Source: an optimization exercise on an open RTL-to-GDS flow (aim: small area). Production flows keep margins and buffers that such runs may drop. In this exercise RTL edits were held to simulation tests only and were not proved equivalent to the original. Power and IR drop assume default switching activity.

$ cat flow/run.sh
#!/bin/bash
# synth_recipe.tcl (not shown) runs the flow's synth.tcl, then flattens the netlist and writes it again
# the make line also repeats each setting of config.mk as NAME=value (left out here)
make -C /OpenROAD-flow-scripts/flow DESIGN_CONFIG=/design/flow/config.mk WORK_HOME=/design/flow/orfs CLKGATE_MAP_FILE= SYNTH_SCRIPT=/design/flow/synth_recipe.tcl finish
$ cat flow/config.mk
export PLATFORM = sky130hd
export DESIGN_NAME = top
export DESIGN_NICKNAME = top
export VERILOG_FILES = /design/flow/design.v
export SDC_FILE = /design/flow/constraint.sdc
export NUM_CORES = 4
export LEC_CHECK = 0
export CAP_MARGIN = 20
export CORE_MARGIN = 2
export CORE_UTILIZATION = 40
export SLEW_MARGIN = 20
$ cat flow/constraint.sdc
create_clock -name core_clock -period 10.0 [get_ports {clock}]
set_input_delay 2.0000 -clock core_clock [delete_from_list [all_inputs] [get_ports {clock}]]
set_output_delay 2.0000 -clock core_clock [all_outputs]
set_load 0.01 [all_outputs]
$ cat flow/design.v
module SEQ1(
    input [3:0] address,
    output reg [3:0] output_reg
);
always @(address) begin
    case (address)
        4'b0000: output_reg = 4'b0001;
        4'b0001: output_reg = 4'b0001;
        4'b0010: output_reg = 4'b0001;
        4'b0011: output_reg = 4'b0001;
        4'b0100: output_reg = 4'b0001;
        4'b0101: output_reg = 4'b0001;
        4'b0110: output_reg = 4'b0001;
        4'b0111: output_reg = 4'b0001;
        4'b1000: output_reg = 4'b0001;
        4'b1001: output_reg = 4'b0001;
        4'b1010: output_reg = 4'b0001;
        4'b1011: output_reg = 4'b0001;
        4'b1100: output_reg = 4'b0001;
        4'b1101: output_reg = 4'b0001;
        4'b1110: output_reg = 4'b0001;
        4'b1111: output_reg = 4'b0001;
        default: output_reg = 4'b0001;   
    endcase
end
endmodule
module SEQ2(
    input [3:0] address,
    output reg [3:0] output_reg
);
always @(address) begin
    case (address)
        4'b0000: output_reg = 4'b0001;
        4'b0001: output_reg = 4'b0100;
        4'b0010: output_reg = 4'b0010;
        4'b0011: output_reg = 4'b1000;
        4'b0100: output_reg = 4'b0001;
        4'b0101: output_reg = 4'b1000;
        4'b0110: output_reg = 4'b0100;
        4'b0111: output_reg = 4'b1000;
        4'b1000: output_reg = 4'b0010;
        4'b1001: output_reg = 4'b1000;
        4'b1010: output_reg = 4'b0001;
        4'b1011: output_reg = 4'b0010;
        4'b1100: output_reg = 4'b1000;
        4'b1101: output_reg = 4'b0001;
        4'b1110: output_reg = 4'b0100;
        4'b1111: output_reg = 4'b0010;
        default: output_reg = 4'b0000;   
    endcase
end
endmodule
module SEQ3(
    input [3:0] address,
    output reg [3:0] output_reg
);
always @(address) begin
    case (address)
        4'b0000: output_reg = 4'b0001;
        4'b0001: output_reg = 4'b0100;
        4'b0010: output_reg = 4'b0010;
        4'b0011: output_reg = 4'b1000;
        4'b0100: output_reg = 4'b0001;
        4'b0101: output_reg = 4'b1000;
        4'b0110: output_reg = 4'b0100;
        4'b0111: output_reg = 4'b1000;
        4'b1000: output_reg = 4'b0010;
        4'b1001: output_reg = 4'b1000;
        4'b1010: output_reg = 4'b0001;
        4'b1011: output_reg = 4'b0010;
        4'b1100: output_reg = 4'b1000;
        4'b1101: output_reg = 4'b0001;
        4'b1110: output_reg = 4'b0100;
        4'b1111: output_reg = 4'b0010;
        default: output_reg = 4'b0000;   
    endcase
end
endmodule
module SEQ4(
    input [3:0] address,
    output reg [3:0] output_reg
);
always @(address) begin
    case (address)
        4'b0000: output_reg = 4'b0001;
        4'b0001: output_reg = 4'b1000;
        4'b0010: output_reg = 4'b0100;
        4'b0011: output_reg = 4'b1000;
        4'b0100: output_reg = 4'b0001;
        4'b0101: output_reg = 4'b0010;
        4'b0110: output_reg = 4'b0100;
        4'b0111: output_reg = 4'b1000;
        4'b1000: output_reg = 4'b0001;
        4'b1001: output_reg = 4'b0010;
        4'b1010: output_reg = 4'b1000;
        4'b1011: output_reg = 4'b0010;
        4'b1100: output_reg = 4'b0001;
        4'b1101: output_reg = 4'b1000;
        4'b1110: output_reg = 4'b0100;
        4'b1111: output_reg = 4'b0010;
        default: output_reg = 4'b0000;   
    endcase
end
endmodule
module dec7seg (
    G_i,
    O_o
);
   localparam BCD_SIZE = 4;
	localparam SEG_SIZE = 7;
    input  wire [BCD_SIZE - 1:0] G_i;
    output reg  [SEG_SIZE - 1:0] O_o;
    always @(G_i) begin
        case (G_i)
            4'h0 : O_o = ~7'b011_1111;   
				4'h1 : O_o = ~7'b000_0110;   
				4'h2 : O_o = ~7'b101_1011;
				4'h3 : O_o = ~7'b100_1111;
				4'h4 : O_o = ~7'b110_0110;
				4'h5 : O_o = ~7'b110_1101;
				4'h6 : O_o = ~7'b111_1101;
				4'h7 : O_o = ~7'b000_0111;
				4'h8 : O_o = ~7'b111_1111;
				4'h9 : O_o = ~7'b110_1111;
				4'hA : O_o = ~7'b111_0111;
				4'hB : O_o = ~7'b111_1100;
				4'hC : O_o = ~7'b011_1001;
				4'hD : O_o = ~7'b101_1110;
				4'hE : O_o = ~7'b111_1001;
				4'hF : O_o = ~7'b111_0001;
         default: O_o = ~7'b100_0000;
        endcase
    end 
endmodule
module mux2x1 (
	ENT0_i,
	ENT1_i,
	SEL_i,
	output_o
);
	localparam WIDTH = 7;
	localparam SEL = 1;
	input wire  [WIDTH - 1:0] ENT0_i;
	input wire  [WIDTH - 1:0] ENT1_i;
	input wire  [SEL   - 1:0] SEL_i;
	output reg  [WIDTH - 1:0] output_o;
	always @(ENT0_i or ENT1_i or SEL_i)
	begin
		if (SEL_i==1'b1)
			output_o <= ENT1_i;
		else output_o <= ENT0_i;
	end
endmodule
module mux4x1_1b (
	CL0_i,
	CL1_i,
	CL2_i,
	CL3_i,
	level_i,
	CLKHZ_o
);
	input wire   CL0_i;
	input wire   CL1_i;
	input wire   CL2_i;
	input wire   CL3_i;
	input wire  [1:0] level_i;
	output reg   CLKHZ_o;
	always @(CL0_i or CL1_i or CL2_i or CL3_i or level_i)
	begin
		case (level_i)
			2'b00: CLKHZ_o = CL0_i;
			2'b01: CLKHZ_o = CL1_i;
			2'b10: CLKHZ_o = CL2_i;
			default: CLKHZ_o = CL3_i;
		endcase
	end
endmodule
module mux4x1_4b (
	ENT0_i,
	ENT1_i,
	ENT2_i,
	ENT3_i,
	SEL_i,
	output_o
);
	localparam WIDTH = 4;
	localparam SEL = 2;
	input wire  [WIDTH - 1:0] ENT0_i;
	input wire  [WIDTH - 1:0] ENT1_i;
	input wire  [WIDTH - 1:0] ENT2_i;
	input wire  [WIDTH - 1:0] ENT3_i;
	input wire  [SEL   - 1:0] SEL_i;
	output reg  [WIDTH - 1:0] output_o;
	always @(ENT0_i or ENT1_i or ENT2_i or ENT3_i or SEL_i)
	begin
		case (SEL_i)
			2'b00: output_o = ENT0_i;
			2'b01: output_o = ENT1_i;
			2'b10: output_o = ENT2_i;
			default: output_o = ENT3_i;
		endcase
	end
endmodule
module Logica(
	REG_SetupLEVEL, round, REG_SetupMAPA, points
);
input wire [1:0] REG_SetupLEVEL, REG_SetupMAPA;
input wire [3:0] round;
output wire[7:0] points;
assign points = {REG_SetupLEVEL, round, REG_SetupMAPA};
endmodule
module ButtonSync (
	KEY0, KEY1, KEY2, KEY3, CLK, RST,
	BTN0, BTN1, BTN2, BTN3
);
input wire  KEY0, KEY1, KEY2, KEY3, CLK, RST;
output reg	BTN0, BTN1, BTN2, BTN3;
reg [1:0] btn0state, btn1state, btn2state, btn3state;
reg [1:0] btn0next, btn1next, btn2next, btn3next;
localparam EsperaApertar = 2'b00, SaidaAtiva = 2'b01, EsperaSoltar = 2'b10;
always@(posedge CLK)
begin
	if (RST == 1'b1) begin
	btn0state <= EsperaApertar;
	btn1state <= EsperaApertar;
	btn2state <= EsperaApertar;
	btn3state <= EsperaApertar;
	end
	else begin
	btn0state <= btn0next;
	btn1state <= btn1next;
	btn2state <= btn2next;
	btn3state <= btn3next;
	end
end
always @ (*) begin
	case (btn0state)
		EsperaApertar: begin
			if (KEY0 == 0) btn0next = SaidaAtiva; 
			else	btn0next = EsperaApertar;
		end
		SaidaAtiva:begin
			if (KEY0 == 0) btn0next = EsperaSoltar; 
			else btn0next = EsperaApertar; 
		end
		EsperaSoltar:begin
			if (KEY0 == 0) btn0next = EsperaSoltar;	
			else btn0next = EsperaApertar;
		end		
		default: btn0next = EsperaApertar;
	endcase
end	
always @ (*) begin
	case (btn0state)
		EsperaApertar:
			BTN0 = 1'b1;
		SaidaAtiva:
			BTN0 = 1'b0;
		EsperaSoltar:
			BTN0 = 1'b1;
		default:
			BTN0 = 1'b1;
	endcase
end	
always @ (*) begin
	case (btn1state)
		EsperaApertar: begin
			if (KEY1 == 0) btn1next = SaidaAtiva; 
			else	btn1next = EsperaApertar;
		end
		SaidaAtiva:begin
			if (KEY1 == 0) btn1next = EsperaSoltar; 
			else btn1next = EsperaApertar; 
		end
		EsperaSoltar:begin
			if (KEY1 == 0) btn1next = EsperaSoltar;	
			else btn1next = EsperaApertar;
		end		
		default: btn1next = EsperaApertar;
	endcase
end	
always @ (*) begin
	case (btn1state)
		EsperaApertar:
			BTN1 = 1'b1;
		SaidaAtiva:
			BTN1 = 1'b0;
		EsperaSoltar:
			BTN1 = 1'b1;
		default:
			BTN1 = 1'b1;
	endcase
end
always @ (*) begin
	case (btn2state)
		EsperaApertar: begin
			if (KEY2 == 0) btn2next = SaidaAtiva; 
			else	btn2next = EsperaApertar;
		end
		SaidaAtiva:begin
			if (KEY2 == 0) btn2next = EsperaSoltar; 
			else btn2next = EsperaApertar; 
		end
		EsperaSoltar:begin
			if (KEY2 == 0) btn2next = EsperaSoltar;	
			else btn2next = EsperaApertar;
		end		
		default: btn2next = EsperaApertar;
	endcase
end	
always @ (*) begin
	case (btn2state)
		EsperaApertar:
			BTN2 = 1'b1;
		SaidaAtiva:
			BTN2 = 1'b0;
		EsperaSoltar:
			BTN2 = 1'b1;
		default:
			BTN2 = 1'b1;
	endcase
end
always @ (*) begin
	case (btn3state)
		EsperaApertar: begin
			if (KEY3 == 0) btn3next = SaidaAtiva; 
			else	btn3next = EsperaApertar;
		end
		SaidaAtiva:begin
			if (KEY3 == 0) btn3next = EsperaSoltar; 
			else btn3next = EsperaApertar; 
		end
		EsperaSoltar:begin
			if (KEY3 == 0) btn3next = EsperaSoltar;	
			else btn3next = EsperaApertar;
		end		
		default: btn3next = EsperaApertar;
	endcase
end	
always @ (*) begin
	case (btn3state)
		EsperaApertar:
			BTN3 = 1'b1;
		SaidaAtiva:
			BTN3 = 1'b0;
		EsperaSoltar:
			BTN3 = 1'b1;
		default:
			BTN3 = 1'b1;
	endcase
end
endmodule
module FSM_clock(
	clk_i, 
	rst_i,
	tick_5, tick_3, tick_2, tick_1
);
input  wire clk_i, rst_i;
output wire tick_5, tick_3, tick_2, tick_1;
reg clk_5, clk_3, clk_2, clk_1;
reg [27:0] c1, c2, c3, c5;
wire hit5 = (c5 + 28'd1 == 28'd10);
wire hit3 = (c3 + 28'd1 == 28'd166);
wire hit2 = (c2 + 28'd1 == 28'd250);
wire hit1 = (c1 + 28'd1 == 28'd500);
assign tick_5 = hit5 & ~clk_5;
assign tick_3 = hit3 & ~clk_3;
assign tick_2 = hit2 & ~clk_2;
assign tick_1 = hit1 & ~clk_1;
always@(posedge clk_i) 
begin
if (rst_i == 1'b1)begin
	c1<=0;
	c2<=0;
	c3<=0; 
	c5<=0; 
	clk_5<=1'b0;
	clk_3<=1'b0;
	clk_2<=1'b0;
	clk_1<=1'b0;  end
else begin
	  c1 <= hit1 ? 28'd0 : c1 + 1'b1;
	  c2 <= hit2 ? 28'd0 : c2 + 1'b1;
	  c3 <= hit3 ? 28'd0 : c3 + 1'b1;
	  c5 <= hit5 ? 28'd0 : c5 + 1'b1;
	  if(hit5) clk_5 <= ~clk_5;  
	  if(hit3) clk_3 <= ~clk_3;  
	  if(hit2) clk_2 <= ~clk_2;  
	  if(hit1) clk_1 <= ~clk_1;  
	  end
end
endmodule
module Counter_time
(
	clk, CE, R, E,
	tempo, end_time
);
input  wire  clk, CE, R, E;
output reg [3:0] tempo;				 
output reg end_time;
always @ (posedge clk) begin
	if (R == 1'b1) begin
		tempo <= 4'b0000;
		end_time <= 1'b0;
	end
	else begin
		if (CE == 1'b1 && E == 1'b1) begin  
			if (tempo + 1'b1 == 4'b1001)begin
				tempo <= 4'b0000; 
				end_time <= 1'b1;		
			end
			else begin
				tempo <= tempo + 1'b1;
				end_time <= 1'b0;
			end
		end
	end
end
endmodule
module Counter_round
(
	clk, 
	R,
	data,
	E,
	tc_o,
	ROUND
);
input wire  clk, R, E;
input wire  [3:0] data;
output wire tc_o;
output reg [3:0] ROUND;
assign tc_o = (ROUND == data);
always@(posedge clk)begin
	if (R==1'b1)
		ROUND <= 4'b0001;
	else if (E==1'b1 && tc_o==1'b0)
		ROUND <= ROUND + 1'b1;
end
endmodule
module Counter_fpga(
	clk, 
	CE,
	R,
	E,
	data,
	SEQFPGA,
	tc
);
input wire 	clk; 
input wire 	CE; 
input wire 	R;
input wire 	E;
input wire [3:0] data;
output wire [3:0] SEQFPGA;
output reg tc;
reg [3:0] total;
assign SEQFPGA = total;
always@(posedge clk)begin
if(R == 1'b1)begin
	 total <= 4'b0000;
	 tc <= 1'b0; end
  else begin 
		if (CE == 1'b1 && E == 1'b1 && tc == 1'b0) begin  
		total <= total + 1'b1;
		tc <= (total + 1'b1 == data);
		end
	end
end	
endmodule
module Counter_user(
	clk, 
	R,
	E,
	data,
	tc	
);
input wire  clk, R, E; 
input wire [3:0] data;
output reg tc;
reg [3:0] total;
always@(posedge clk)begin
if(R == 1'b1)begin
	 total <= 4'b0000;
	 tc <= 1'b0; end
else if (E == 1'b1 && tc == 1'b0) begin  
		total <= total + 1'b1;
		tc <= (total + 1'b1 == data);
		end
	end
endmodule
module REG_fpga 
#(parameter N = 64)
(
	data,
	CLK,
	R,
	E,
	q_o
);
input wire [N-1:0] data;
input wire 	CLK, R, E; 
output reg [N-1:0] q_o;
always@(posedge CLK)
begin
	if (R == 1'b1) begin
		q_o <= 0;
	end
	else begin
		if (E == 1'b1) begin
			q_o <= data;
		end
	end
end
endmodule
module REG_user
#(parameter N = 64)
(
	data,
	CLK,
	R,
	E,
	q_o
);
input wire 	CLK, R, E; 
input wire [N-1:0] data;
output reg [N-1:0] q_o;
always@(posedge CLK)
begin
	if (R == 1'b1)
		q_o <= 0;
	else if (E == 1'b1)
			q_o <= data;
		else 
		   q_o <= q_o;
end
endmodule
module REG_setup 
(
	SW,
	CLK,
	R,
	E,
	setup
);
input wire 	CLK, R, E; 
input wire [7:0] SW;
output reg [7:0] setup;
always@(posedge CLK)
begin
	if (R == 1'b1)
		setup <= 8'b0000_0000;
	else
		if (E == 1'b1)
			setup <= SW;
		else 
		   setup <= setup;
end
endmodule
module Datapath(
	clock, KEY_i, SW_i, R1_i, R2_i, E1_i, E2_i, E3_i, E4_i, SEL_i, 
	LEDR_o, end_FPGA_o, end_User_o, end_time_o, win_o, match_o,
	HEX0_o, HEX1_o, HEX2_o, HEX3_o, HEX4_o, HEX5_o
);
 input wire clock, R1_i, R2_i, E1_i, E2_i, E3_i, E4_i, SEL_i;
 input wire [3:0] KEY_i;
 input wire [7:0] SW_i;
 output wire [9:0] LEDR_o;  
 output wire  end_FPGA_o, end_User_o, end_time_o, win_o, match_o;
 output wire [6:0] HEX0_o, HEX1_o, HEX2_o, HEX3_o, HEX4_o, HEX5_o;
 wire w_match_o, w_win, w_end_FPGA_o, w_end_time_o, w_end_User_o;
 assign win_o = w_win;
 assign end_FPGA_o = w_end_FPGA_o;
 assign end_time_o = w_end_time_o;
 assign end_User_o = w_end_User_o;
 assign match_o = w_match_o;
 wire w_clk5,w_clk3,w_clk2,w_clk1,CLKHZ,w_tick1;
 assign w_tick1 = w_clk1;
 wire [3:0] TIME, ROUND, SEQ_FPGA, BTN, NBTN;
 wire [7:0] POINTS, SETUP;
 wire [63:0] OUT_FPGA, OUT_user;
Logica U_L(
	.REG_SetupLEVEL(SETUP[7:6]), .round(ROUND), .REG_SetupMAPA(SETUP[5:4]), .points(POINTS)
);
Counter_time U0_CT(
	.clk(clock), .CE(w_tick1),	.R(R2_i), .E(E2_i),
	.tempo(TIME), .end_time(w_end_time_o)
);
Counter_round U1_CR(
	.clk(clock), 
	.R(R1_i),
	.data(SETUP[3:0]),
	.E(E4_i),
	.tc_o(w_win),
	.ROUND(ROUND)
);
wire [3:0] sq_fpga;
Counter_fpga U2_CF(
	.clk(clock), 
	.CE(CLKHZ),
	.R(R2_i),
	.E(E3_i),
	.data(ROUND),
	.SEQFPGA(sq_fpga),
	.tc(w_end_FPGA_o)
);
wire [3:0] w_seq1_mux, w_seq2_mux, w_seq3_mux, w_seq4_mux;
SEQ1 U21_CF(
    .address(sq_fpga),
    .output_reg(w_seq1_mux)
);
SEQ2 U22_CF(
    .address(sq_fpga),
    .output_reg(w_seq2_mux)
);
SEQ3 U23_CF(
    .address(sq_fpga),
    .output_reg(w_seq3_mux)
);
SEQ4 U24_CF(
    .address(sq_fpga),
    .output_reg(w_seq4_mux)
);
mux4x1_4b U25_CF(
	.ENT0_i(w_seq1_mux),
	.ENT1_i(w_seq2_mux),
	.ENT2_i(w_seq3_mux),
	.ENT3_i(w_seq4_mux),
	.SEL_i(SETUP[5:4]),
	.output_o(SEQ_FPGA)
);
wire EU3,andin1;
or U31_CU(andin1,NBTN[0],NBTN[1],NBTN[2],NBTN[3]);
and U32_CU(EU3, andin1, E2_i, ~w_end_User_o);
Counter_user U3_CU(
	.clk(clock), 
	.R(R2_i),
	.E(EU3),
	.data(ROUND),
	.tc(w_end_User_o)	
);
FSM_clock U4_FSM(
	.clk_i(clock), 
	.rst_i(R1_i),
	.tick_5(w_clk5), .tick_3(w_clk3), .tick_2(w_clk2), .tick_1(w_clk1)
);
mux4x1_1b U41_FSM_MUX(
	.CL0_i(w_clk5),
	.CL1_i(w_clk1),
	.CL2_i(w_clk2),
	.CL3_i(w_clk3),
	.level_i(SETUP[7:6]),
	.CLKHZ_o(CLKHZ)
);
REG_setup U5_REGS(
	.SW(SW_i),
	.CLK(clock),
	.R(R1_i),
	.E(E1_i),
	.setup(SETUP)
);
REG_fpga U6_REGF(
	.data({SEQ_FPGA,OUT_FPGA[63:4]}),
	.CLK(clock),
	.R(R2_i),
	.E(CLKHZ & E3_i & ~w_end_FPGA_o),
	.q_o(OUT_FPGA)
);
wire carry1,w_and1;
or U71(carry1,NBTN[0],NBTN[1],NBTN[2],NBTN[3]);
and U72(w_and1,carry1,E2_i,~w_end_User_o);
REG_user U7_REGU(
	.data({NBTN[3:0],OUT_user[63:4]}),
	.CLK(clock),
	.R(R2_i),
	.E(w_and1),
	.q_o(OUT_user)
);
ButtonSync U8_BTS(
		.KEY0(KEY_i[0]), .KEY1(KEY_i[1]), .KEY2(KEY_i[2]), .KEY3(KEY_i[3]), .CLK(clock), .RST(R1_i),
		.BTN0(BTN[0]), .BTN1(BTN[1]), .BTN2(BTN[2]), .BTN3(BTN[3])
	);
not U80(NBTN[0],BTN[0]); 
not U81(NBTN[1],BTN[1]);
not U82(NBTN[2],BTN[2]);
not U83(NBTN[3],BTN[3]);
assign LEDR_o[3:0] = E3_i ? OUT_FPGA[63:60] : 4'b0000;
assign LEDR_o[4] = E3_i;
assign LEDR_o[5] = E2_i;
assign LEDR_o[9:6] = E2_i ? OUT_user[63:60] : 4'b0000;
assign w_match_o = (OUT_FPGA == OUT_user) & w_end_User_o ? 1'b1:1'b0;
wire [6:0] w_mux0_mux1;
mux2x1 MUX0(
	.ENT0_i(7'b111_0001),  
	.ENT1_i(7'b011_1110),  
	.SEL_i(w_win),
	.output_o(w_mux0_mux1)
);
mux2x1 MUX1(
	.ENT0_i(7'b011_1000),  
	.ENT1_i(w_mux0_mux1),  
	.SEL_i(SEL_i),
	.output_o(HEX5_o)
);
wire [6:0] w_mux2_mux3, w_dec0_mux3;
dec7seg DEC0(
    .G_i({2'b00, SETUP[7:6]}),
    .O_o(w_dec0_mux3)
);
mux2x1 MUX2(
	.ENT0_i(7'b111_0001),  
	.ENT1_i(7'b110_1101),  
	.SEL_i(w_win),
	.output_o(w_mux2_mux3)
);
mux2x1 MUX3(
	.ENT0_i(w_dec0_mux3),  
	.ENT1_i(w_mux2_mux3),  
	.SEL_i(SEL_i),
	.output_o(HEX4_o)
);
wire [6:0] w_mux4_mux5;
mux2x1 MUX4(
	.ENT0_i(7'b1101_111),  
	.ENT1_i(7'b1111_001),  
	.SEL_i(w_win),
	.output_o(w_mux4_mux5)
);
mux2x1 MUX5(
	.ENT0_i(7'b1111_000),  
	.ENT1_i(w_mux4_mux5),  
	.SEL_i(SEL_i),
	.output_o(HEX3_o)
);
wire [6:0] w_mux6_mux7,w_dec1_mux7;
dec7seg DEC1(
    .G_i(TIME),
    .O_o(w_dec1_mux7)
);
mux2x1 MUX6(
	.ENT0_i(7'b1110_111),  
	.ENT1_i(7'b1010_000),  
	.SEL_i(w_win),
	.output_o(w_mux6_mux7)
);
mux2x1 MUX7(
	.ENT0_i(w_dec1_mux7),  
	.ENT1_i(w_mux6_mux7),  
	.SEL_i(SEL_i),
	.output_o(HEX2_o)
);
wire [6:0] w_dec2_mux8;
dec7seg DEC2(
    .G_i(POINTS[7:4]),
    .O_o(w_dec2_mux8)
);
mux2x1 MUX8(
	.ENT0_i(7'b1010_000),  
	.ENT1_i(w_dec2_mux8),  
	.SEL_i(SEL_i),
	.output_o(HEX1_o)
);
wire [6:0] w_dec3_mux9,w_dec4_mux9;
dec7seg DEC3(
    .G_i(ROUND),
    .O_o(w_dec3_mux9)
);
dec7seg DEC4(
    .G_i(POINTS[3:0]),
    .O_o(w_dec4_mux9)
);
mux2x1 MUX9(
	.ENT0_i(w_dec3_mux9),  
	.ENT1_i(w_dec4_mux9),  
	.SEL_i(SEL_i),
	.output_o(HEX0_o)
);
endmodule
module Controle(
	R1_o, R2_o, E1_o, E2_o, E3_o, E4_o, SEL_o, 
	clock, end_FPGA_i, end_User_i, end_time_i, win_i, match_i, reset_i, enter_i
);
	input wire reset_i, enter_i, clock, end_FPGA_i, end_User_i, end_time_i, win_i, match_i;
   output reg R1_o, R2_o, E1_o, E2_o, E3_o, E4_o, SEL_o;
localparam [2:0]	Init=3'b000, Setup=3'b001, Play_FPGA=2,  Play_User=3'h3, Check=3'b100,  Next_Round=3'b101, Result=3'b110;  
reg [2:0] state, next_state;
always@(posedge clock)begin
	if(reset_i == 1'b1)
	state<= Init;
	else
	state<= next_state;
end
always@(*)
begin
	next_state = state;
	case (state)
		Init: next_state = Setup;
		Setup: 
					if(enter_i==1'b1)
						next_state = Play_FPGA;
					else next_state = Setup; 
		Play_FPGA:
					if(end_FPGA_i == 1'b1) 
						next_state = Play_User;
					else next_state = Play_FPGA; 
		Play_User:
					if(end_User_i == 1'b1) 
							next_state = Check;
					else 
					if(end_time_i==1'b1) 
							next_state = Result;
					else next_state = Play_User;
		Check: 	
					if(match_i == 1'b1) 
							next_state = Next_Round;
					else next_state = Result;
		Next_Round: 
					if(win_i == 1'b1) 
							next_state = Result;
					else next_state = Play_FPGA;
		Result: next_state = Result;
		default: next_state = Init;
	endcase
end
always @ (*) 
begin
	R1_o=1'b0; R2_o=1'b0; E1_o=1'b0; E2_o=1'b0; E3_o=1'b0; E4_o=1'b0; SEL_o=1'b0;
	case (state)
		Init: begin
					R1_o=1'b1; 
					R2_o=1'b1;			
				end
		Setup: begin
					E1_o=1'b1; 
				end 
		Play_FPGA: begin
					E3_o=1'b1;
				end
		Play_User:	begin
					E2_o=1'b1;			
				end
		Check: begin
				end
		Next_Round: begin
					R2_o=1'b1;			
					E4_o=1'b1;			
				end 
		Result: begin
					SEL_o=1'b1;			
				end
		default: ;
	endcase
end
endmodule
module top(
	clock, KEY,
	SW, LEDR_o,
	HEX0_o, HEX1_o, HEX2_o, HEX3_o, HEX4_o, HEX5_o
);
	input wire clock; 
	input wire [3:0]KEY;
	input wire [9:0] SW;
	output wire [9:0]LEDR_o;
	output wire [6:0] HEX0_o, HEX1_o, HEX2_o, HEX3_o, HEX4_o, HEX5_o;
	wire w_R1, w_R2, w_E1, w_E2, w_E3, w_E4, w_SEL, w_end_time, w_end_FPGA, w_end_User, w_win, w_match;
Datapath U0_DP(
	.clock(clock), .KEY_i(KEY), .SW_i(SW[9:2]), .R1_i(w_R1), .R2_i(w_R2), .E1_i(w_E1), .E2_i(w_E2), .E3_i(w_E3), .E4_i(w_E4), .SEL_i(w_SEL), 
	.LEDR_o(LEDR_o), .end_FPGA_o(w_end_FPGA), .end_User_o(w_end_User), .end_time_o(w_end_time), .win_o(w_win), .match_o(w_match),
	.HEX0_o(HEX0_o), .HEX1_o(HEX1_o), .HEX2_o(HEX2_o), .HEX3_o(HEX3_o), .HEX4_o(HEX4_o), .HEX5_o(HEX5_o)
);
Controle U1_CT(
	.R1_o(w_R1), .R2_o(w_R2), .E1_o(w_E1), .E2_o(w_E2), .E3_o(w_E3), .E4_o(w_E4), .SEL_o(w_SEL), 
	.clock(clock), .enter_i(SW[0]), .reset_i(SW[1]),  
	.end_FPGA_i(w_end_FPGA), .end_User_i(w_end_User), .end_time_i(w_end_time), .win_i(w_win), .match_i(w_match)
);
endmodule
==> run_results.csv <==
group,metric,value,unit
outcome,status,"finished clean",
yosys,netlist_area,16140,µm²
worst_setup_path,end_kind,"flip-flop",
timing,fin_skew,21.23,ps
hold_path,hold_class,"flip-flop to flip-flop",
worst_setup_path,crit_chain,"ha_1 > nand3_1 > or3_1 > nor2_4 > and3_1 > a21oi_1 > or4_4 > o32a_4 > a21oi_4 > buf_4 > mux2_2 > mux2i_1 > mux2i_1",
placed_design,io_buffers,60,
clock_network,cts_buffer_depth,3,
clock_network,cts_tree,"yes",
yosys,synth_seq_cells,309,
floorplan,fp.dieH,204.9,µm
power_and_ir_drop,sequentialPowerShare,45.2,%
power_and_ir_drop,power_density,156.9,nW/µm²
timing,rsz0062_at_grt,"no",
detailed_routing,vias,12981,
floorplan,start_util,40.54,%
clock_network,clockRootBuffer,"clkbuf_16",
global_route,gr-total-overflow,0,
cells_and_area,regArea,6186,µm²
clock_network,cts_sinks,309,
worst_setup_path,worstSetupStartpointType,"flip-flop",
worst_setup_path,max_stage_delay,860,ps
worst_setup_path,worstPathRequired,10410,ps
timing,slew_headroom,29.14,%
timing,period_share,53.58,%
placed_design,dp_slack,4664,ps
worst_setup_path,crit_arrival,5770,ps
placed_design,dpl_cell_area,16900,µm²
power_and_ir_drop,p_comb_share,6.1,%
detailed_routing,drt-initial-drc-count,729,
floorplan,die_area,41980,µm²
power_and_ir_drop,p_sw,0.6736,mW
yosys,synth_edf_count,0,
timing,tns,0,ps
worst_setup_path,cp.depth,13,
run,cap_violations,0,
placed_design,gp_congestion,0.8656,
cells_and_area,drive_gt1_share,5.392,%
cells_and_area,areaGrowthSynthToFinish,12.52,%
clock_network,htree_levels,2,
detailed_routing,drc_errors,0,
yosys,syn_avg_cell_area,8.241,µm²
yosys,ys.flop_type,"dfxtp_1",
cells_and_area,multi_input_area,9133,µm²
floorplan,io_pins,67,
placed_design,dp_hpwl,25420,µm
cells_and_area,fillers,3948,
global_route,antenna_found_initial,1,
worst_setup_path,cp_top_family,"simple AND/OR/NAND/NOR gates",
timing,worst_pin_slew,1055,ps
global_route,grt_pass1_wl,61350,µm
floorplan,die-width,204.9,µm
clock_network,cts_setup_buffers,0,
timing,hold_viol_final,0,
worst_setup_path,cp_slowest_cell,"buf_4",
yosys,async_flop_share,0,%
clock_network,holdBufCountCts,0,
yosys,ys_seq_area_share,38.32,%
worst_setup_path,crit_top_cell,"mux2i_1",
clock_network,clk_latency,540,ps
clock_network,ctsResizeCount,0,
timing,setup_ws,4642,ps
worst_setup_path,path_max_fanout,62,
timing,max_freq,186.6,MHz
power_and_ir_drop,ir_drop,0.1507,mV
floorplan,core,39820,µm²
power_and_ir_drop,leakage,6.601,nW
detailed_routing,ant_nets,0,
cells_and_area,fin_nets,2008,
clock_network,clk_pin_slew,60,ps
worst_setup_path,path_class,"flip-flop to flip-flop",
detailed_routing,wirelength,37070,µm
detailed_routing,firstDrtPassIters,5,
timing,setup_viol,0,
global_route,grt_pass1_vias,12353,
timing,slew_viol_final,0,
global_route,grt_max_degree,87,
clock_network,cts_buffers,35,
hold_path,min_path_cells,2,
worst_setup_path,r2r_cells,13,
detailed_routing,viasPerCell,5.209,
global_route,grt_use_total,17.63,%
yosys,ys_warn_count,18,
power_and_ir_drop,pwr-share-clk,48.7,%
detailed_routing,wire_per_inst,14.88,µm
cells_and_area,postLayoutCellArea,18160,µm²
power_and_ir_drop,swShare,23.63,%
yosys,syn_inst,1959,
timing,hold_slack,455.3,ps
yosys,synth_cell_types,83,
worst_setup_path,regToRegSetupSlack,4640,ps
floorplan,rows,73,
worst_setup_path,cp_num_buf_inv,1,
power_and_ir_drop,intPower,2.177,mW
timing,min_period,5358,ps
## flip-flops by register name, summed over array words and instances, names as in the netlist, 5 cells and up
signal and cells:
U0_DP.MUX7.ENT0_i 7, U0_DP.U4_FSM.c1 28, U0_DP.U7_REGU.q_o 64, U0_DP.U4_FSM.c3 28
U0_DP.U4_FSM.c5 28, U0_DP.MUX9.ENT0_i 7, U0_DP.U6_REGF.q_o 64, U0_DP.MUX3.ENT0_i 5
U0_DP.U5_REGS.setup 8, U0_DP.U4_FSM.c2 28
## worst min-delay path, delay by kind of cell (launching register included)
kind	cells	cell delay, ps
AO/OA/AOI/OAI	1	50
flip-flops	1	310
AND/OR/NAND/NOR	1	50
## metrics by stage
step,std cells,total power [mW],utilization (%)
6_report,2492,2.850,45.61
5_1_grt,2491,2.963,45.61
4_1_cts,2491,2.889,45.59
3_5_place_dp,2430,1.489,42.44
3_3_place_gp,2430,1.484,42.44
2_1_floorplan,1963,1.432,-
## synthesized netlist by cell type (6+ instances only)
master    count  area [µm²]
buf_1         7       26.28
ha_1         51       638.1
nand4_1      39       244.0
nor4_1       26       162.7
and3_1       22       137.6
a22oi_1       6       45.04
o22ai_1      16       100.1
buf_2        10       50.05
a221oi_1      6       52.55
o21ai_0      41       205.2
a211oi_1     21       157.7
xnor2_1     107       937.2
nor3b_1       8       60.06
a21oi_1     113       565.5
or3_1        10       62.56
a31oi_1      12       75.07
and2_1       23       143.9
nand3_1      57       285.3
buf_4        18       135.1
nand2b_1     13       81.33
mux2i_1      74       740.7
clkbuf_1     86       322.8
xor2_1       94       823.3
and4_1       11       96.34
nand4b_1      7       61.31
nor4b_1      11       96.34
nor2_1      282        1059
inv_1        65       244.0
nor2b_1      16       100.1
dfxtp_1     309        6186
mux2_2        7       78.83
nand2_1     247       927.1
nor3_1       34       170.2
## metal layers
metal / track usage, % / share of wire (%)
met5: 0 / 0.035
met4: 5.370 / 2.2
met3: 3.102 / 4.3
met2: 30.03 / 46
met1: 22.68 / 47
## path summary, 6_finish.rpt
check                  startpoint                endpoint
max reg2reg    U0_DP.U4_FSM.c5[0]  U0_DP.U25_CF.ENT3_i[3]
min reg2reg  U0_DP.U7_REGU.q_o[3]    U0_DP.U7_REGU.q_o[3]
max            U0_DP.U4_FSM.c5[0]  U0_DP.U25_CF.ENT3_i[3]
min          U0_DP.U7_REGU.q_o[3]    U0_DP.U7_REGU.q_o[3]
## power by group through the flow
| stage | Sequential, mW | Clock [mW] | Combinational, mW |
|---|---|---|---|
| after detailed placement | 1.32 | 0 | 0.174 |
| after global placement | 1.31 | 0 | 0.171 |
| after floorplan | 1.30 | 0 | 0.134 |
| after global routing | 1.29 | 1.48 | 0.193 |
| after CTS | 1.29 | 1.43 | 0.174 |
| final | 1.29 | 1.39 | 0.173 |
## cells in the final DEF (no fill, tap or decap), drive strengths merged, types with 6 or more instances in the layout
cell / n
dfxtp: 309
nor2: 283
nand2: 249
a21oi: 113
xnor2: 107
xor2: 94
mux2i: 74
inv: 67
clkdlybuf4s50: 60
nand3: 58
ha: 51
clkbuf: 46
o21ai: 43
nand4: 41
nor3: 34
nor4: 29
and2: 25
and3: 22
a211oi: 22
nor2b: 16
o22ai: 16
nand2b: 13
a31oi: 12
and4: 11
nor4b: 11
buf: 10
or3: 10
nor3b: 8
mux2: 8
nand4b: 7
a221oi: 6
a22oi: 6
conb: 6
bufinv: 6
clkinv: 6
## cell type report
class | count | share of cell area, %
Multi-Input combinational cell | 1460 | 50.28
Clock buffer | 46 | 5.497
Inverter | 66 | 1.433
Clock inverter | 15 | 1.391
Timing Repair Buffer | 70 | 3.720
Sequential cell | 309 | 34.05
Antenna cell | 1 | 0.01378
Tap cell | 525 | 3.616
## kinds of logic after synthesis
group,Yosys count,synth area share [%]
multiplexers,84,5.425
AO/OA/AOI/OAI,279,11.01
adder cells (fa/ha/maj),51,3.953
XOR/XNOR,201,10.90
AND/OR/NAND/NOR,839,24.84
buffers and inverters,194,5.503
other,2,0.04652
flip-flops,309,38.32

static timing again, ports no longer ideal:
No port has a modelled driver above. Below, the same layout with a new extraction and two added sets of constraints.
Step 1 sets driving cells, clkbuf_16 on the clock port and buf_2 on the other inputs (assumed; they add their load-dependent delay and slew).
Step 2 times the ports against the registers' clock, not the clock port: input delays grow and output delays shrink by t, the midpoint of the rising clock arrivals with the driver on.
Three values: no drivers, after step 1, after step 2; two values: the first two.
shift t [ns]: 0.579
setup WS [ns]: 4.642 / 4.642 / 4.642
worst data-port slew with drivers (ns): 0.09
cell pins on the clock port's net: 1
After both steps setup and hold are still met in this run. For this run, drivers alone change the setup slack by 0.000 ns; drivers and shift together by 0.000 ns.
